Source: an optimization exercise on an open RTL-to-GDS flow (aim: small area, a short achievable clock period and few clock cycles). Production flows keep margins and buffers that such runs may drop. Function was checked by simulation only, so behaviour that the tests miss may differ from the original.

==> flow/design.v (outline; a module is shown in full before it is edited, if it fits) <==
// module PE: 2853 lines
module PE (
	input clk,
	input rst,
	input PE_en,
	input [13-1:0] i_config,
	input [32-1:0] ifmap,
	input [32-1:0] filter,
	input [32-1:0] ipsum,
	input ifmap_valid,
	input filter_valid,
	input ipsum_valid,
	input opsum_ready,
	output reg [32-1:0] opsum,
	output reg ifmap_ready,
	output reg filter_ready,
	output reg ipsum_ready,
	output reg opsum_valid
);
  // ...
==> flow/flow/run.sh <==
#!/bin/bash
# Layout flow: the standard synthesis, then a netlist pass (fapol.py) that
# re-polarises full adders to drop the inverters synthesis leaves between them,
# then the standard ORFS layout with repair_timing asked for extra setup margin.
set -euo pipefail
RES=$PWD/orfs/results/sky130hd/PE/base
LIB=$FLOW_HOME/platforms/sky130hd/lib/sky130_fd_sc_hd__tt_025C_1v80.lib
bash standard.sh synth > synth.log 2>&1
cp $RES/1_2_yosys.v $RES/1_2_yosys.orig.v
python3 flow/fapol.py $LIB $RES/1_2_yosys.orig.v $RES/1_2_yosys.v > fapol.log 2>&1
rm -f $RES/1_synth.odb
bash standard.sh SETUP_SLACK_MARGIN=8 TNS_END_PERCENT=100 'BUFFER_PORTS_ARGS=-buffer_cell sky130_fd_sc_hd__buf_2' finish > standard.log 2>&1
==> flow/flow/fapol.py <==
#!/usr/bin/env python3
"""Re-polarise full adders (and simple gates) in a mapped sky130hd netlist.

A full adder is self-dual: FA(~a, ~b, ~c) = (~cout, ~sum).  Yosys' extract_fa
leaves inverters between chained fa cells.  This pass chooses, for every fa
cell, whether it computes the true or the complemented function, and for some
simple gates whether to use the cell or its complement (nand2 <-> and2, ...),
so that as few inverters as possible are needed.  It then removes every
inverter and adds back one inverter per signal whose complement is still
read.  Flip-flops, ports and all other cells keep their function and names.

usage: fapol.py LIBERTY IN.v OUT.v [report]
"""
import re, sys, random, math
from collections import defaultdict, Counter

lib, fin, fout = sys.argv[1:4]
rng = random.Random(1)

# ---- liberty: pin directions and areas
txt = open(lib).read()
pindir, AREA = {}, {}
for chunk in re.split(r'\n\s*cell\s*\(', txt)[1:]:
    nm = re.match(r'\s*"?(\w+)"?', chunk).group(1)
    am = re.search(r'area\s*:\s*([\d.]+)', chunk)
    if am:
        AREA[nm] = float(am.group(1))
    d = {}
    for pm in re.finditer(r'\bpin\s*\(\s*"?(\w+)"?\s*\)\s*\{[^{}]*?direction\s*:\s*"?(\w+)"?', chunk, re.S):
        d[pm.group(1)] = pm.group(2)
    pindir[nm] = d
INV = AREA["sky130_fd_sc_hd__inv_1"]

# ---- netlist
src = open(fin).read()
inst_re = re.compile(r'^  (sky130_fd_sc_hd__\w+)\s+(\\\S+ |\S+)\s*\((.*?)\);\n', re.M | re.S)
pin_re = re.compile(r'\.(\w+)\(\s*(\\\S+ |[^()]*?)\s*\)')
insts = []
for m in inst_re.finditer(src):
    pins = [(p, n.strip()) for p, n in pin_re.findall(m.group(3))]
    insts.append(dict(typ=m.group(1), name=m.group(2), pins=pins, span=m.span()))
if re.search(r'^\s*assign\s', src, re.M):
    sys.exit("fapol: netlist has assign statements; not handled")
outports = set()
for m in re.finditer(r'^\s*output\s+(\[(\d+):(\d+)\]\s+)?(\w+);', src, re.M):
    if m.group(1):
        hi, lo = int(m.group(2)), int(m.group(3))
        for b in range(min(hi, lo), max(hi, lo) + 1):
            outports.add(f"{m.group(4)}[{b}]")
    else:
        outports.add(m.group(4))

def is_inv(t): return re.fullmatch(r'sky130_fd_sc_hd__(inv|clkinv)_\d+', t) is not None
def is_fa(t): return re.fullmatch(r'sky130_fd_sc_hd__fa_\d+', t) is not None

driver = {}
for i, ins in enumerate(insts):
    for p, n in ins['pins']:
        if pindir[ins['typ']].get(p) == 'output' and n:
            driver[n] = (i, p)

def root(n):
    par = 0
    for _ in range(1000):
        if n in driver and is_inv(insts[driver[n][0]]['typ']):
            n = dict(insts[driver[n][0]]['pins'])['A']
            par ^= 1
        else:
            return n, par
    sys.exit("fapol: inverter loop")

cons = defaultdict(list)          # root -> [(inst or None, pin/port, parity)]
for i, ins in enumerate(insts):
    if is_inv(ins['typ']):
        continue
    for p, n in ins['pins']:
        if pindir[ins['typ']].get(p) == 'input' and n and not n.startswith("1'"):
            r, par = root(n)
            cons[r].append((i, p, par))
for n in outports:
    r, par = root(n)
    cons[r].append((None, n, par))

fas = [i for i, ins in enumerate(insts) if is_fa(ins['typ'])]
s = {i: 0 for i in fas}
fa_of_root = {}
for i in fas:
    for p, n in insts[i]['pins']:
        if p in ('SUM', 'COUT'):
            fa_of_root[n] = i
fa_inroots = defaultdict(set)
for r, lst in cons.items():
    for ci, p, par in lst:
        if ci is not None and ci in s:
            fa_inroots[ci].add(r)

COMP = {}
for a, b in [("nand2_1", "and2_1"), ("nor2_1", "or2_1"), ("xor2_1", "xnor2_1"),
             ("nand3_1", "and3_1"), ("nor3_1", "or3_1"), ("a21oi_1", "a21o_1"),
             ("o21ai_0", "o21a_1"), ("a22oi_1", "a22o_1"), ("o22ai_1", "o22a_1"),
             ("mux2i_1", "mux2_1"), ("a211oi_1", "a211o_1"), ("o211ai_1", "o211a_1"),
             ("nand4_1", "and4_1"), ("nor4_1", "or4_1"), ("a31oi_1", "a31o_1"),
             ("o31ai_1", "o31a_1")]:
    COMP["sky130_fd_sc_hd__" + a] = "sky130_fd_sc_hd__" + b
    COMP["sky130_fd_sc_hd__" + b] = "sky130_fd_sc_hd__" + a
gates = {}
for i, ins in enumerate(insts):
    if ins['typ'] in COMP:
        outs = [n for p, n in ins['pins'] if pindir[ins['typ']].get(p) == 'output']
        if len(outs) == 1 and outs[0] in cons:
            gates[i] = outs[0]
g_of_root = {n: i for i, n in gates.items()}
gs = {i: 0 for i in gates}

def pol(r):
    if r in fa_of_root: return s[fa_of_root[r]]
    if r in g_of_root: return gs[g_of_root[r]]
    return 0
def need_inv(r):
    pi = pol(r)
    for ci, p, par in cons[r]:
        if par ^ (s[ci] if (ci is not None and ci in s) else 0) != pi:
            return 1
    return 0
def affected(i):
    rs = set(fa_inroots[i])
    for p, n in insts[i]['pins']:
        if p in ('SUM', 'COUT') and n in cons:
            rs.add(n)
    return rs
def gdelta(i):
    t0 = insts[i]['typ']
    return AREA[COMP[t0]] - AREA[t0]

ninv_old = sum(1 for ins in insts if is_inv(ins['typ']))
before = sum(need_inv(r) for r in cons)

# ---- simulated annealing over fa polarities and gate types
moves = [("f", i) for i in fas] + [("g", i) for i in gates]
cur = before * INV
best_cost, best = cur, (dict(s), dict(gs))
T0, T1, N = 4.0, 0.02, 400000
for step in range(N):
    T = T0 * (T1 / T0) ** (step / N)
    kind, i = moves[rng.randrange(len(moves))]
    if kind == "f":
        rs = affected(i)
        c0 = sum(need_inv(r) for r in rs) * INV
        s[i] ^= 1
        d = sum(need_inv(r) for r in rs) * INV - c0
        if d <= 0 or rng.random() < math.exp(-d / T):
            cur += d
        else:
            s[i] ^= 1
    else:
        r = gates[i]
        c0 = need_inv(r) * INV
        gs[i] ^= 1
        d = need_inv(r) * INV + (gdelta(i) if gs[i] else -gdelta(i)) - c0
        if d <= 0 or rng.random() < math.exp(-d / T):
            cur += d
        else:
            gs[i] ^= 1
    if cur < best_cost - 1e-9:
        best_cost, best = cur, (dict(s), dict(gs))
s, gs = best
for i in gates:
    if gs[i]:
        old_t = insts[i]['typ']; new_t = COMP[old_t]
        oo = [p for p, dd in pindir[old_t].items() if dd == 'output']
        no = [p for p, dd in pindir[new_t].items() if dd == 'output']
        assert len(oo) == 1 and len(no) == 1
        insts[i]['pins'] = [((no[0] if p == oo[0] else p), n) for p, n in insts[i]['pins']]
        assert set(p for p, n in insts[i]['pins']) <= set(pindir[new_t]), (old_t, new_t)
        insts[i]['typ'] = new_t
after = sum(need_inv(r) for r in cons)

# ---- rebuild
def fmt(n):
    return n.rstrip() + ' ' if n.startswith('\\') else n
newinv, newwires = {}, []
def phys(r, want):
    if want == pol(r):
        return r
    if r not in newinv:
        k = len(newinv)
        newinv[r] = f"fapol_n{k}"
        newwires.append((f"fapol_inv{k}", r, f"fapol_n{k}"))
    return newinv[r]
newpins = {}
for r, lst in cons.items():
    for ci, p, par in lst:
        req = par ^ (s[ci] if (ci is not None and ci in s) else 0)
        newpins[(ci, p)] = phys(r, req)

out, pos = [], 0
for i, ins in enumerate(insts):
    a, b = ins['span']
    out.append(src[pos:a]); pos = b
    if is_inv(ins['typ']):
        continue
    pins = [(p, newpins.get((i, p), n)) for p, n in ins['pins']]
    body = ",\n".join(f"    .{p}({fmt(n)})" for p, n in pins)
    out.append(f"  {ins['typ']} {ins['name']} (\n{body}\n  );\n")
tail = src[pos:]
extra = []
for n in sorted(outports):
    pn = newpins[(None, n)]
    if pn != n:
        extra.append(f"  sky130_fd_sc_hd__buf_1 fapol_obuf{len(extra)} (\n    .A({fmt(pn)}),\n    .X({n})\n  );\n")
decl = "".join(f"  wire {w};\n" for _, _, w in newwires)
invs = "".join(f"  sky130_fd_sc_hd__inv_1 {nm} (\n    .A({fmt(r)}),\n    .Y({w})\n  );\n" for nm, r, w in newwires)
res = "".join(out)
hdr_end = res.index(');\n') + 3
res = res[:hdr_end] + decl + res[hdr_end:]
tail = tail.replace("endmodule", invs + "".join(extra) + "endmodule", 1)
open(fout, "w").write(res + tail)
print(f"fapol: {len(fas)} fa cells, {sum(s.values())} flipped; {sum(gs.values())} gates swapped; "
      f"inverters {ninv_old} -> {len(newwires)}, port buffers {len(extra)}; area change "
      f"{(len(newwires) - ninv_old) * INV + sum(gdelta(i) * 0 for i in gates):.0f} um2 (inverters only)")
if len(sys.argv) > 4:
    c = Counter()
    for nm, r, w in newwires:
        t = (insts[driver[r][0]]['typ'][18:] + "." + driver[r][1]) if r in driver else "port"
        kinds = Counter(insts[ci]['typ'][18:] if ci is not None else 'port' for ci, p, par in cons[r])
        c[(t, tuple(sorted(kinds)))] += 1
    for k, v in c.most_common(15): print(v, k)
==> flow/standard.sh <==
#!/bin/bash
# synth_recipe.tcl (not shown) runs the flow's synth.tcl, then flattens the netlist and writes it again
# the make line also repeats each setting of config.mk as NAME=value (left out here)
make -C /OpenROAD-flow-scripts/flow DESIGN_CONFIG=/design/flow/config.mk WORK_HOME=/design/flow/orfs CLKGATE_MAP_FILE= SYNTH_SCRIPT=/design/flow/synth_recipe.tcl "${@:-finish}"
==> flow/config.mk <==
export PLATFORM = sky130hd
export DESIGN_NAME = PE
export DESIGN_NICKNAME = PE
export VERILOG_FILES = /design/flow/design.v
export SDC_FILE = /design/flow/constraint.sdc
export NUM_CORES = 8
export LEC_CHECK = 0
export CAP_MARGIN = 20
export CORE_MARGIN = 2
export CORE_UTILIZATION = 40
export CTS_CLUSTER_DIAMETER = 70
export CTS_CLUSTER_SIZE = 25
export SLEW_MARGIN = 20
==> flow/constraint.sdc <==
create_clock -name core_clock -period 12.0 [get_ports {clk}]
set_input_delay 2.4000 -clock core_clock [delete_from_list [all_inputs] [get_ports {clk}]]
set_output_delay 2.4000 -clock core_clock [all_outputs]
set_load 0.01 [all_outputs]
==> run_results.csv, run 1 <==
group,metric,value,unit
status,outcome,"timing/DRC/antenna clean",
synth,netlist_area,0.0543,mm2
global_route,antenna_found_initial,22,
clocking,cts.root.buffer_cell,"clkbuf_16",
global_route,grt_overflow,0,
placement,dp_cells,5755,
route,top_layer,"met5",
layout,fin_area,0.0604,mm2
synth,synth_area_per_cell,13.9,um2
run,cap_violations,0,
worst_setup_path,path_delay_family,"adder cells",
clocking,holdBufCountCts,0,
route,viasPerCell,5.61,
min_path,hold_depth,0,
route,first_pass_iters,7,
layout,num-fill-cells,12100,
layout,multi_input_gates,2627,
route,met3_length,17500,um
worst_setup_path,max_stage_delay,0.84,ns
worst_setup_path,startpoint_type,"flop",
layout,area_share_clock_buf_inv,0.0383,
route,drt-initial-drc-count,3546,
layout,largest-register,"fmem",
timing,hold_viol,0,
floorplan,die_y,373,um
layout,multiInputGateArea,0.0268,mm2
layout,drive_above_1_share,0.145,
global_route,grt_util_met2,0.382,
Testbench counts, summed over its fixed seeds: cycles 9,840.
==> run 2: changes to the inputs <==
--- a/flow/design.v
+++ b/flow/design.v
@@ -137,17 +137,20 @@
 		sk0 <= 4'd0; sk1 <= 1'b0; sk2 <= 1'b0; sk3 <= 1'b0; xen <= 12'd0;
 	end else begin
 		if (PE_en && !busy) begin
 			busy <= 1'b1;
 			cdw <= i_config[12]; crs <= i_config[11:10]; cst <= i_config[9];
 			cp <= i_config[8:7]; ccol <= i_config[6:2]; cq <= i_config[1:0];
 		end
 		sk0 <= sk0_n; sk1 <= sk1_n; sk2 <= sk2_n; sk3 <= sk3_n;
-		xen <= xen_n;
+		if (PE_en && !busy) begin
+			for (i = 0; i < 12; i = i + 1)
+				xen[i] <= (i / 4 <= i_config[11:10]) & (i_config[12] | (i % 4 <= i_config[1:0]));
+		end
 		if (job_end) begin
 			busy <= 1'b0; ci <= 5'd0; ki <= 2'd0; idone <= 1'b0;
 		end else if (issue) begin
 			if (last_in_col) begin
 				ki <= 2'd0;
 				if (last_col) idone <= 1'b1; else ci <= ci + 5'd1;
 			end else begin
 				ki <= ki + 2'd1;
@@ -169,25 +172,21 @@
 			olast <= sfull ? slast : lB;
 			sfull <= 1'b0;
 		end else if (c_go) begin
 			sfull <= 1'b1;
 			slast <= lB;
 		end
 	end
 end
-reg [11:0] xen_n;
 reg [3:0] sk0_n;
 reg sk1_n, sk2_n, sk3_n;
 always @(*) begin
 	sk0_n = sk0; sk1_n = sk1; sk2_n = sk2; sk3_n = sk3;
-	xen_n = xen;
 	if (PE_en && !busy) begin
-		for (i = 0; i < 12; i = i + 1)
-			xen_n[i] = (i / 4 <= i_config[11:10]) & (i_config[12] | (i % 4 <= i_config[1:0]));
 		sk0_n = i_config[12] ? 4'b0001 : 4'b1111; sk1_n = 1'b0; sk2_n = 1'b0; sk3_n = 1'b0;
 	end else if (issue) begin
 		if (cdw) begin
 			sk0_n = last_in_col ? 4'b0001 : {sk0[2:0], 1'b0};
 		end else begin
 			sk0_n = {4{last_in_col}};
 			sk1_n = !last_in_col & (ki == 2'd0);
 			sk2_n = !last_in_col & (ki == 2'd1);
@@ -197,28 +196,31 @@
 end
 wire [7:0] fs00, fs01, fs02, fs03, fs10, fs11, fs12, fs13, fs20, fs21, fs22, fs23;
 wire [7:0] xs00, xs01, xs02, xs03, xs10, xs11, xs12, xs13, xs20, xs21, xs22, xs23;
 reg [95:0] fsr;
 integer fr_i, fc_i;
 always @(posedge clk) begin
 	for (fr_i = 0; fr_i < 3; fr_i = fr_i + 1)
 		for (fc_i = 0; fc_i < 4; fc_i = fc_i + 1)
-			fsr[fr_i*32 + fc_i*8 +: 8] <= {8{xen_n[fr_i*4 + fc_i]}} & (
+			fsr[fr_i*32 + fc_i*8 +: 8] <=
 				  ({8{sk0_n[fc_i]}} & fmem[(0*3 + fr_i)*32 + fc_i*8 +: 8])
 				| ({8{sk1_n}} & fmem[(1*3 + fr_i)*32 + fc_i*8 +: 8])
 				| ({8{sk2_n}} & fmem[(2*3 + fr_i)*32 + fc_i*8 +: 8])
-				| ({8{sk3_n}} & fmem[(3*3 + fr_i)*32 + fc_i*8 +: 8]));
+				| ({8{sk3_n}} & fmem[(3*3 + fr_i)*32 + fc_i*8 +: 8]);
 end
 assign {fs03, fs02, fs01, fs00} = fsr[31:0];
 assign {fs13, fs12, fs11, fs10} = fsr[63:32];
 assign {fs23, fs22, fs21, fs20} = fsr[95:64];
-assign {xs03, xs02, xs01, xs00} = q0;
-assign {xs13, xs12, xs11, xs10} = q1;
-assign {xs23, xs22, xs21, xs20} = q2;
+wire [31:0] xm0 = q0 & {{8{xen[3]}}, {8{xen[2]}}, {8{xen[1]}}, {8{xen[0]}}};
+wire [31:0] xm1 = q1 & {{8{xen[7]}}, {8{xen[6]}}, {8{xen[5]}}, {8{xen[4]}}};
+wire [31:0] xm2 = q2 & {{8{xen[11]}}, {8{xen[10]}}, {8{xen[9]}}, {8{xen[8]}}};
+assign {xs03, xs02, xs01, xs00} = xm0;
+assign {xs13, xs12, xs11, xs10} = xm1;
+assign {xs23, xs22, xs21, xs20} = xm2;
 reg ca_0_0;
 reg ca_0_1;
 reg ca_1_0;
 reg ca_2_0;
 reg ca_2_1;
 reg ca_3_0;
 reg ca_3_1;
 reg ca_3_2;
==> flow/config.mk (replaced) <==
export PLATFORM = sky130hd
export DESIGN_NAME = PE
export DESIGN_NICKNAME = PE
export VERILOG_FILES = /design/flow/design.v
export SDC_FILE = /design/flow/constraint.sdc
export NUM_CORES = 8
export LEC_CHECK = 0
export CAP_MARGIN = 20
export CORE_MARGIN = 2
export CORE_UTILIZATION = 40
export SLEW_MARGIN = 20
==> run 2 against run 1 <==
Synthesized area rose by 0.68%. Largest cell class unchanged. Cell count fell by 3.7%. Highest routed layer unchanged. Routed wire length rose by 3.6%. Critical endpoint unchanged. Sequential share of layout area fell by 0.95 points.
==> run_results.csv, run 2 <==
group,metric,value,unit
status,outcome,"timing/DRC/antenna clean",
global_route,antenna_found_initial,20,
global_route,grt_pass1_vias,34800,
clocking,clk_pin_slew,0.06,ns
clocking,clk_path_buf_depth,3,
placement,dp_hpwl,130000,um
worst_setup_path,end_kind,"flop",
global_route,grt_pass1_wl,251000,um
floorplan,initial_utilization,0.403,
clocking,clk_latency,0.76,ns
timing,fin_worst_skew,0.0774,ns
run,cap_violations,0,
layout,largest_register_ffs,384,
timing,tns,0,ns
layout,layout_commonest_cell,"edfxtp_1",
route,viasPerCell,5.94,
worst_setup_path,cpMostUsedCell,"fa_1",
route,wire_per_inst,30.9,um
global_route,grt_usage,0.251,
placement,place.gp.congestion,1.02,
worst_setup_path,crit_type,"reg -> reg",
layout,final_cells,5717,
worst_setup_path,max_stage_delay,0.76,ns
worst_setup_path,crit_fanout,9,
timing,setup_viol,0,
global_route,grt_start_max_net_pins,66,
floorplan,core,0.136,mm2
clocking,clock_sinks,923,
floorplan,die_area,0.140,mm2
layout,fin_util,0.455,
route,first_pass_iters,6,
clocking,tritoncts,"yes",
layout,area_growth,12.8,%
route,ant_nets,0,
worst_setup_path,required,12.43,ns
layout,final_cell_mix,"edfxtp_1 (762), fa_1 (739), and3_1 (464), nand3_1 (252), nand2_1 (159)",
clocking,holdBufCountCts,0,
placement,dp_cells,5476,
floorplan,die_y,374,um
synth,netlist_area,0.0547,mm2
clocking,numCtsBuffers,96,
layout,num-fill-cells,11900,
clocking,cts.root.buffer_cell,"clkbuf_16",
global_route,grt_overflow,0,
layout,drive_above_1_share,0.163,
timing,finalMaxSlewViolations,0,
floorplan,ios,152,
route,wl,177000,um
layout,largest-register,"fmem",
timing,slew_headroom,0.253,
timing,fin_crit_sh,0.335,
layout,nets,4777,
min_path,min_path_type,"reg -> reg",
timing,rsz0062_at_grt,"yes",
synth,synth_area_per_cell,14.9,um2
timing,fmax,249,MHz
worst_setup_path,crit_chain,"nand3_1 -> fa_1 -> fa_1 -> inv_1 -> fa_1 -> fa_1 -> fa_1",
route,drt-initial-drc-count,4197,
layout,multiInputGateArea,0.0274,mm2
synth,yosysWarnings,1,
timing,layout_min_cycle_time,4.02,ns
timing,worst_pin_slew,1.11,ns
layout,regArea,0.0265,mm2
route,num_vias,34000,
clocking,cts_max_level,3,
route,drc,0,
synth,syn_nets,4612,
layout,reg_top3,"fmem (384), fsr (96)",
synth,syn_inst,3682,
floorplan,placementRows,135,
placement,io_buffer_count,151,
floorplan,die_w,374,um
timing,hold_viol,0,
worst_setup_path,cp.arrival,4.45,ns
worst_setup_path,startpoint_type,"flop",
worst_setup_path,cpMaxStageDelayCell,"edfxtp_1",
## run 2: worst paths after layout
path / cells past startpoint / end / start / slack (ns)
hold / removal: 0 / cb_2_1 / ca_2_1 / 0.42
min in group asynchronous: 3 / opsum_valid / rst / 1.96
hold reg to reg: 0 / cb_2_1 / ca_2_1 / 0.42
max in group asynchronous: 3 / xen[1] / rst / 9.32
setup / recovery: 7 / ca_6_6 / q1[3] / 7.98
setup reg to reg: 7 / ca_6_6 / q1[3] / 7.98
## run 2: stage by stage
step | cell area (um2) | setup slack [ns] | hold slack [ns]
after floorplan | 54800 | 7.86 | 0.400
after global placement | 57400 | 6.79 | 0.408
after detailed placement | 57400 | 6.72 | 0.406
after CTS | 61100 | 7.95 | 0.416
after global routing | 61700 | 7.96 | 0.435
final | 61700 | 7.98 | 0.420
## run 2: cell type report
type	count	area share
multi-input cells	2464	0.443
flip-flops and latches	923	0.429
clock buffers	116	0.0410
well taps	1781	0.0361
repair buffers	245	0.0314
clock inverters	63	0.0117
inverters	117	0.00728
diodes	8	0.000324
## run 2: repair_timing
| item | CTS | global route |
|---|---|---|
| resized for setup | 61 | 55 |
| cloned | 5 | 6 |
| setup buffers | 20 | 23 |
| setup endpoints to repair | 254 | 277 |
| pin swaps | 3 | 11 |
## run 2: worst max-delay path: cells and delay by family, from the launching register on
kind / cells / cell delay [ns]
buffers and inverters: 1 / 0.11
and+or+nand+nor: 1 / 0.19
adders and majority gates: 5 / 2.62
DFF: 1 / 0.76
## run 2: routing by layer
metal | track usage | up-vias | routed length [um]
li1 | - | 13800 | -
met1 | 0.333 | 17700 | 69400
met2 | 0.387 | 1999 | 79100
met3 | 0.0714 | 460 | 20000
met4 | 0.107 | 14 | 8380
met5 | 0 | - | 90
Testbench counts of run 2, summed over its fixed seeds: cycles 9,840.
==> run 3: changes to the inputs <==
--- a/flow/flow/run.sh
+++ b/flow/flow/run.sh
@@ -10,3 +10,3 @@
 python3 flow/fapol.py $LIB $RES/1_2_yosys.orig.v $RES/1_2_yosys.v > fapol.log 2>&1
 rm -f $RES/1_synth.odb
-bash standard.sh SETUP_SLACK_MARGIN=8 TNS_END_PERCENT=100 'BUFFER_PORTS_ARGS=-buffer_cell sky130_fd_sc_hd__buf_2' finish > standard.log 2>&1
+bash standard.sh SETUP_SLACK_MARGIN=8 TNS_END_PERCENT=100 finish > standard.log 2>&1
==> run 3 against run 2 <==
Largest cell class unchanged. Routed wire length increased by 2.8%. Setup slack got worse by 0.018 ns. Highest routed layer unchanged. Critical path depth down 1. Clock skew rose by 0.020 ns. Synthesized area unchanged. Sequential share of layout area decreased by 0.78 points. Sequential cell count did not move.
==> run_results.csv, run 3 <==
group,metric,value,unit
floorplan,die_w,374,um
timing,fmax,248,MHz
floorplan,placementRows,135,
status,outcome,"timing/DRC/antenna clean",
global_route,antenna_found_initial,10,
worst_setup_path,r2r_cells,6,
worst_setup_path,end_kind,"flop",
timing,finalMaxSlewViolations,0,
layout,area_growth,15.0,%
route,ant_nets,0,
global_route,grt_most_used_layer,"met2",
floorplan,die_area,0.140,mm2
route,drt-initial-drc-count,3781,
global_route,grt_pass1_vias,35200,
layout,num-fill-cells,11900,
min_path,min_path_type,"reg -> reg",
floorplan,die_y,374,um
timing,tns,0,ns
layout,largest-register,"fmem",
min_path,min_to,"cb_0_1",
clocking,holdBufCountCts,0,
synth,syn_nets,4612,
layout,final_cell_mix,"edfxtp_1 (762), fa_1 (730), and3_1 (465), nand3_1 (251), nand2_1 (159)",
route,first_pass_iters,7,
timing,hold_ws,0.419,ns
clocking,cts.root.buffer_cell,"clkbuf_16",
worst_setup_path,rr_startpoint,"fsr[13]",
floorplan,ios,152,
timing,rsz0062_at_grt,"yes",
run,cap_violations,0,
worst_setup_path,crit_fanout,8,
min_path,hold_depth,0,
global_route,grt_util_met2,0.408,
floorplan,initial_utilization,0.403,
global_route,grt_start_max_net_pins,71,
floorplan,core,0.136,mm2
timing,setup_viol,0,
timing,slew_headroom,0.251,
clocking,cts_max_level,3,
worst_setup_path,reg2reg_to,"ca_9_10",
worst_setup_path,cp.arrival,4.49,ns
worst_setup_path,required,12.46,ns
timing,layout_min_cycle_time,4.03,ns
clocking,clk_path_buf_depth,3,
timing,fin_crit_sh,0.336,
placement,io_buffer_count,151,
timing,fin_worst_skew,0.0978,ns
route,wl,182000,um
route,viasPerCell,5.88,
synth,syn_inst,3682,
layout,layout_commonest_cell,"edfxtp_1",
global_route,grt_overflow,0,
global_route,use_met1,0.333,
min_path,hold_start,"ca_0_1",
global_route,met3_usage,0.0679,
worst_setup_path,crit_type,"reg -> reg",
clocking,tritoncts,"yes",
layout,nets,4812,
clocking,clk_latency,0.76,ns
layout,fin_util,0.464,
placement,dp_hpwl,132000,um
route,wire_per_inst,31.6,um
global_route,grt_usage,0.260,
route,num_vias,33800,
layout,largest_register_ffs,384,
clocking,numCtsBuffers,96,
layout,drive_above_1_share,0.135,
placement,place.gp.congestion,1.01,
layout,reg_top3,"fmem (384), fsr (96)",
global_route,grt_pass1_wl,258000,um
route,drc,0,
clocking,clock_sinks,923,
worst_setup_path,startpoint_type,"flop",
synth,yosysWarnings,1,
worst_setup_path,r2r_slack,7.97,ns
synth,synth_area_per_cell,14.9,um2
synth,netlist_area,0.0547,mm2
clocking,clk_pin_slew,0.06,ns
timing,hold_viol,0,
timing,worst_pin_slew,1.12,ns
run 3: cell type report:
cell class	instances	area, um2	area share
Inverter	117	449	0.00714
Timing Repair Buffer	278	3170	0.0504
Clock buffer	130	2630	0.0418
Sequential cell	923	26500	0.421
Multi-Input combinational cell	2466	27400	0.436
Clock inverter	48	500	0.00796
Antenna cell	6	15.0	0.000239
Tap cell	1781	2230	0.0354
run 3: worst max path at each step:
stage / startpoint / end / slack [ns] / cells after the start
after floorplan: opsum_ready / slast / 7.86 / 4
after global placement: ifmap_valid / q0[16] / 6.53 / 7
after detailed placement: ifmap_valid / q2[25] / 6.70 / 7
after CTS: fsr[19] / ca_6_6 / 8.00 / 7
after global routing: fsr[13] / ca_6_6 / 7.93 / 7
final: fsr[13] / ca_9_10 / 7.97 / 6
run 3: metrics by stage:
step,cells,setup WS (ns),area [um2]
3_5_place_dp,5468,6.70,58100
2_1_floorplan,3682,7.86,54800
4_1_cts,5690,8.00,62000
6_report,5749,7.97,62900
3_3_place_gp,5465,6.53,58100
5_1_grt,5744,7.93,62900
run 3: worst max-delay path, cell delays in order, from the launching register on:
cell and delay [ns]:
dfxtp_1 0.97, and3_1 0.32, fa_1 0.44, fa_1 0.53, fa_1 0.42, fa_1 0.49
fa_1 0.56
run 3: repair_timing:
action | CTS | global route
gates resized for setup | 127 | 66
pin swaps | 12 | 15
endpoints found under the setup margin | 442 | 184
buffers inserted | 37 | 46
gates cloned | 7 | 7
run 3: routing by layer:
metal	vias up	share of wire
met4	6	0.067
met5	-	0.00038
met2	1837	0.45
li1	13800	-
met3	517	0.097
met1	17600	0.38
==> run 4: changes to the inputs <==
--- a/flow/flow/run.sh
+++ b/flow/flow/run.sh
@@ -10,3 +10,3 @@
 python3 flow/fapol.py $LIB $RES/1_2_yosys.orig.v $RES/1_2_yosys.v > fapol.log 2>&1
 rm -f $RES/1_synth.odb
-bash standard.sh SETUP_SLACK_MARGIN=8 TNS_END_PERCENT=100 finish > standard.log 2>&1
+bash standard.sh SETUP_SLACK_MARGIN=8 TNS_END_PERCENT=100 'BUFFER_PORTS_ARGS=-buffer_cell sky130_fd_sc_hd__buf_1' finish > standard.log 2>&1
==> run 4 against run 3 <==
Still clean on timing, DRC and antenna. Die area unchanged. Cell area decreased by 2.0%. Clock skew decreased by 0.032 ns. First-iteration DRC count increased by 18%. Clock-buffer cell count decreased by 8. Hold slack got worse by 0.0024 ns. Register-to-register slack about the same. Core utilization decreased by 0.91 points. Global-route usage decreased by 1.0 points. Critical path type unchanged. Largest cell class unchanged.
==> run_results.csv, run 4 <==
group,metric,value,unit
status,outcome,"timing/DRC/antenna clean",
route,viasPerCell,5.99,
synth,netlist_area,0.0547,mm2
timing,fin_crit_sh,0.336,
placement,place.gp.congestion,1.03,
synth,synth_area_per_cell,14.9,um2
floorplan,die_y,374,um
route,drt-initial-drc-count,4459,
clocking,clk_pin_slew,0.06,ns
floorplan,ios,152,
route,wire_per_inst,30.7,um
min_path,hold_depth,0,
layout,fin_area,0.0617,mm2
global_route,grt_usage,0.250,
global_route,grt_start_max_net_pins,73,
timing,worst_slack,7.96,ns
placement,placed_cell_area,0.0572,mm2
timing,rsz0062_at_grt,"yes",
timing,fmax,248,MHz
run,cap_violations,0,
layout,num-fill-cells,12000,
placement,io_buffer_count,151,
route,wl,176000,um
synth,syn_nets,4612,
timing,fin_worst_skew,0.0657,ns
clocking,clock_sinks,923,
layout,largest-register,"fmem",
worst_setup_path,r2r_cells,7,
layout,final_cell_mix,"edfxtp_1 (762), fa_1 (737), and3_1 (464), nand3_1 (252), nand2_1 (159)",
route,first_pass_iters,6,
timing,hold_viol,0,
timing,tns,0,ns
layout,largest_register_ffs,384,
worst_setup_path,crit_fanout,8,
worst_setup_path,rr_startpoint,"fsr[90]",
worst_setup_path,required,12.46,ns
placement,dp_hpwl,129000,um
timing,worst_pin_slew,1.08,ns
clocking,cts_max_level,3,
timing,layout_min_cycle_time,4.04,ns
clocking,clk_path_buf_depth,3,
min_path,hold_start,"ca_0_1",
layout,reg_top3,"fmem (384), fsr (96)",
floorplan,placementRows,135,
timing,slew_headroom,0.282,
clocking,tritoncts,"yes",
global_route,antenna_found_initial,22,
worst_setup_path,startpoint_type,"flop",
route,num_vias,34300,
min_path,min_path_type,"reg -> reg",
layout,area_growth,12.8,%
floorplan,core,0.136,mm2
worst_setup_path,cp.arrival,4.50,ns
min_path,min_to,"cb_0_1",
synth,syn_inst,3682,
layout,nets,4795,
global_route,grt_pass1_vias,34800,
route,drc,0,
worst_setup_path,r2r_slack,7.96,ns
layout,drive_above_1_share,0.128,
placement,pre_cts_ws,7.04,ns
timing,setup_viol,0,
global_route,grt_overflow,0,
worst_setup_path,reg2reg_to,"ca_10_10",
global_route,grt_pass1_wl,251000,um
worst_setup_path,end_kind,"flop",
route,ant_nets,0,
floorplan,initial_utilization,0.403,
clocking,cts.root.buffer_cell,"clkbuf_16",
worst_setup_path,crit_type,"reg -> reg",
timing,finalMaxSlewViolations,0,
layout,layout_commonest_cell,"edfxtp_1",
floorplan,die_w,374,um
synth,yosysWarnings,1,
clocking,clk_latency,0.75,ns
clocking,numCtsBuffers,94,
floorplan,die_area,0.140,mm2
-- run 4: changes by cell type in the layout (fill, tap and decap cells not counted), sizes merged, moves of 2 or more --
cell	previous run	this run
a21oi	54	52
buf	119	257
clkbuf	138	131
clkdlybuf4s50	119	0
clkinvlp	5	9
diode	6	12
dlygate4sd2	31	0
inv	121	118
-- run 4: repair_timing --
item                                    in CTS  in global routing
endpoints found under the setup margin     370                337
setup buffers                               21                 48
gates resized for setup                     54                 77
hold buffers                                 0                  0
pin swaps                                    2                  6
gates cloned                                 4                  7
-- run 4: metal layers --
metal  wire length (um)  up-vias  GRT usage
met5                 86        -          0
met4              10400       12      0.126
met3              20200      584     0.0788
met2              78300     2080      0.380
met1              67100    17900      0.323
li1                   -    13800          -
-- run 4: layout make-up --
type | instances | area, um2 | area share
Sequential cell | 923 | 26500 | 0.429
Clock inverter | 51 | 536 | 0.00868
Tap cell | 1781 | 2230 | 0.0361
Antenna cell | 12 | 30.0 | 0.000487
Clock buffer | 122 | 2550 | 0.0413
Inverter | 117 | 449 | 0.00728
Multi-Input combinational cell | 2462 | 27300 | 0.443
Timing Repair Buffer | 267 | 2100 | 0.0340
-- run 4: metrics by stage --
stage / hold slack [ns] / instances / util
2_1_floorplan: 0.400 / 3682 / -
3_3_place_gp: 0.406 / 5468 / 0.421
3_5_place_dp: 0.405 / 5470 / 0.422
4_1_cts: 0.420 / 5668 / 0.448
5_1_grt: 0.440 / 5726 / 0.455
6_report: 0.416 / 5735 / 0.455
-- run 4: worst max-delay path, stage by stage (launching register included) --
cell,delay [ns]
dfxtp_1,0.85
and3_1,0.34
fa_1,0.47
fa_1,0.44
inv_1,0.08
fa_1,0.50
fa_1,0.59
fa_1,0.47
-- run 4: worst max path at each step --
| stage | to | startpoint | slack [ns] | cells after the start |
|---|---|---|---|---|
| 2_1_floorplan | slast | opsum_ready | 7.86 | 4 |
| 3_3_place_gp | q0[24] | ifmap_valid | 6.88 | 7 |
| 4_1_cts | ca_6_6 | xen[4] | 8.00 | 9 |
| 6_report | ca_10_10 | fsr[90] | 7.96 | 7 |
| 5_1_grt | ifmap_ready | cst | 7.78 | 15 |
| 3_5_place_dp | q2[25] | ifmap_valid | 7.04 | 7 |

separate check: timing with driven ports:
How much do the figures lean on ideal ports? The routed layouts below were timed once more, with nothing changed but the port constraints.
Step 1, drivers: a clkbuf_16 drives clk and a buf_2 each remaining input, both assumed.
Step 2, shift: input delay + t, output delay - t, t = (earliest + latest rising clock arrival at the registers) / 2. This alone moves slack from input paths to output paths.
Slacks: ideal / step 1 / step 2; pairs: ideal / step 1.
| run | t (ns) | setup slack, ns | clock arrival spread, ns | slew at the worst register clock pin (ns) |
|---|---|---|---|---|
| run 1 | 0.772 | 7.991 / 7.991 / 7.411 | 0.043 / 0.043 | 0.10 / 0.10 |
| run 2 | 0.804 | 7.984 / 7.984 / 7.487 | 0.078 / 0.078 | 0.07 / 0.07 |
| run 3 | 0.788 | 7.966 / 7.966 / 7.322 | 0.098 / 0.098 | 0.07 / 0.07 |
| run 4 | 0.793 | 7.962 / 7.962 / 7.219 | 0.067 / 0.067 | 0.07 / 0.07 |
After both steps setup and hold are still met in every run listed. The setup slack of run 4, which loses most, moves by 0.000 ns with the drivers and by -0.743 ns with both steps.
